This is an optimization exercise on Yosys and OpenROAD, whose aim is small area, not a production implementation. Function was checked by simulation only, so behaviour that the tests miss may differ from the original. No activity file was given, so power comes from the tool's default toggle rates.

Design TopModule, start of the top module:
module TopModule(
    input clk,
    input rst_n,
    input wire [3:0] sample_rate,
    input [3:0] data_in,
    input coeff_write,
    input [7:0] coeff_in,
    input [6:0] coeff_addr,
    input wire new_symbol,
    output wire [11:0] data_out,
    output reg data_out_valid
);
clock: 6.0 ns
lec_check: 0
cap_margin: 20
core_margin: 2
core_utilization: 65
cts_buf_list: sky130_fd_sc_hd__clkbuf_8
cts_cluster_diameter: 50
cts_cluster_size: 16
slew_margin: 20
synth_hierarchical: 1
run.sh (not shown) runs the stock make flow with config.mk's settings and CLKGATE_MAP_FILE= SYNTH_SCRIPT=/design/flow/synth_recipe.tcl, a recipe that flattens the netlist after the stock synthesis.
Rerun with:
CAP_MARGIN = 10   (was 20)
CORE_UTILIZATION = 60   (was 65)
CTS_BUF_LIST = sky130_fd_sc_hd__clkbuf_16   (was sky130_fd_sc_hd__clkbuf_8)
CTS_CLUSTER_DIAMETER = 80   (was 50)
CTS_CLUSTER_SIZE = 26   (was 16)
GPL_TIMING_DRIVEN = 0   (was not set)
SLEW_MARGIN = 10   (was 20)
This time the run finished with negative setup slack left.
Sequential cell count is unchanged.
Power is higher by 1.2%.
Cell area came out higher by about 1%.
Critical path depth increases by 1.

---

## old
TopModule again, from the RTL that the note above started with.
export LEC_CHECK = 0
export CAP_MARGIN = 20
export CORE_MARGIN = 2
export CORE_UTILIZATION = 70
export CTS_BUF_LIST = sky130_fd_sc_hd__clkbuf_16
export CTS_CLUSTER_DIAMETER = 80
export CTS_CLUSTER_SIZE = 26
export SLEW_MARGIN = 20
export SYNTH_HIERARCHICAL = 1
create_clock -name core_clock -period 6.0 [get_ports {clk}]
Inputs modified between old and new:
- swapping 70 for 65 in CORE_UTILIZATION
- swapping 80 for 60 in CTS_CLUSTER_DIAMETER
- swapping 26 for 20 in CTS_CLUSTER_SIZE
- swapping sky130_fd_sc_hd__clkbuf_16 for sky130_fd_sc_hd__clkbuf_8 sky130_fd_sc_hd__clkbuf_16 in CTS_BUF_LIST
Findings:
Summary: with old as the reference, sum of met2 wire segment lengths after detailed routing in new moved down slightly. Count of input and output buffers came out exactly the same in old and new. Hold slack sits lower in new than in old. Summary — clock buffer and inverter area fraction after layout, new relative to old: higher, by 1.3 points. Power dissipated in combinational cells (lower): new. On layout clock buffer count, the higher figure sits with new, not old. Side by side, via count turned out lower in new than in old. The run showing the smaller total wire length is new.

---

TopModule again, from the RTL that the note above started with.
clock: 6.0 ns
lec_check: 0
cap_margin: 20
core_margin: 2
core_utilization: 70
cts_buf_list: sky130_fd_sc_hd__clkbuf_16
cts_cluster_diameter: 90
cts_cluster_size: 30
place_density: 0.8
slew_margin: 20
synth_hierarchical: 1
The starting point passed the timing, DRC and antenna checks.
Edit:
Settings changed: CORE_UTILIZATION 70 to 40, CTS_BUF_LIST sky130_fd_sc_hd__clkbuf_16 to not set, CTS_CLUSTER_DIAMETER 90 to not set, CTS_CLUSTER_SIZE 30 to not set, PLACE_DENSITY 0.8 to not set.
Worst setup slack got worse by 110 ps.
Cell area climbs by a few percent.
Routed wire length climbs by about a fifth.
Power climbs by a quarter to a third.
Clock power climbs by well over a third.
Utilization drops by 29 points.
Area after synthesis is unchanged.
Cell count climbs by about a fifth.
Register-to-register slack got worse by 110 ps.
Non-clock buffer count climbs by 162.
Sequential share of layout area drops by 2.2 points.
Edit:
Settings changed: CORE_UTILIZATION 40 to 70, CTS_BUF_LIST set to sky130_fd_sc_hd__clkbuf_16, CTS_CLUSTER_DIAMETER set to 80, CTS_CLUSTER_SIZE set to 26, PLACE_DENSITY set to 0.75.
The new run completed with no timing, DRC or antenna violations; synthesized area is unchanged; fmax fell by 1.4%; non-clock buffer count fell by 151; final area fell by 5.7%; clock skew fell by 46 ps; worst hold slack gets better by 36 ps; via count rose by about 7.5%; setup slack gets worse by 83 ps; clock power fell by 39%; utilization rose by 30 points.
Edit:
Settings changed: CORE_UTILIZATION 70 to 60, PLACE_DENSITY 0.75 to not set.
The new run finished with timing, DRC and antenna clean.
Combinational power goes down by 14%.
Via count decreases by 4.8%.
Clock skew increases by 17 ps.
Count of clock-buffer cells in the layout climbs by 7.
Critical path depth is higher by 1.
Edit:
Settings changed: CTS_CLUSTER_DIAMETER 80 to 70, CTS_CLUSTER_SIZE 26 to 30.
The changed run completed without violations.
Total power went up by 4.8%.
Clock-buffer cell count rose by 11.
Sequential cell count stays the same.
Wire length increases by 0.37%.

---

TopModule again, from the RTL that the note above started with.
Settings: LEC_CHECK=0, CAP_MARGIN=20, CORE_MARGIN=2, CORE_UTILIZATION=70, CTS_BUF_LIST=sky130_fd_sc_hd__clkbuf_16, CTS_CLUSTER_DIAMETER=90, CTS_CLUSTER_SIZE=28, PLACE_DENSITY=0.75, SLEW_MARGIN=20, SYNTH_HIERARCHICAL=1; clock period 6.0 ns.
The starting point ran to the end with no violations.
Change:
Settings changed: CORE_UTILIZATION 70 to 75.
The changed run passed the timing, DRC and antenna checks. Cell area hardly moves. Global-route usage went up by 2.9 points. Utilization is higher by 4.9 points. Synthesized area is unchanged. Power is higher slightly. Worst setup slack gains 190 ps. Critical path depth went down by 4.

==> separate check: timing with driven ports <==
In the flow no input, the clock included, has a driving cell. The finished layouts below were timed again as built, in two steps. Step 1 (the two cells are an assumption about what drives the block):
set clk [get_ports {clk}]
set_driving_cell -lib_cell sky130_fd_sc_hd__clkbuf_16 $clk
set_driving_cell -lib_cell sky130_fd_sc_hd__buf_2 [delete_from_list [all_inputs] $clk]
Step 2 adds t to the input delays and takes it off the output delays; t is the mean of the earliest and latest rising clock arrival at the registers after step 1. Input paths then give back, and output paths get back, about the clock's delay inside the block. Three values: no drivers, after step 1, after step 2; two values: the first two.
run | t, ns | slack for setup (ns) | latest minus earliest clock arrival (ns)
the first run of note 1 | 0.996 | 0.284 / 0.284 / 0.284 | 0.088 / 0.087
the second run of note 1 | 0.840 | -0.107 / -0.107 / -0.107 | 0.077 / 0.076
old | 0.839 | 0.411 / 0.411 / 0.411 | 0.063 / 0.062
new | 0.875 | 0.288 / 0.288 / 0.288 | 0.061 / 0.061
the first run of note 3 | 0.844 | 0.309 / 0.309 / 0.309 | 0.078 / 0.078
the second run of note 3 | 0.950 | 0.201 / 0.201 / 0.201 | 0.089 / 0.089
the third run of note 3 | 0.825 | 0.118 / 0.118 / 0.118 | 0.043 / 0.043
the fourth run of note 3 | 0.847 | 0.363 / 0.363 / 0.363 | 0.059 / 0.059
the fifth run of note 3 | 0.845 | 0.312 / 0.312 / 0.312 | 0.047 / 0.047
the first run of note 4 | 0.835 | 0.179 / 0.179 / 0.179 | 0.040 / 0.040
the second run of note 4 | 0.873 | 0.372 / 0.372 / 0.372 | 0.036 / 0.036
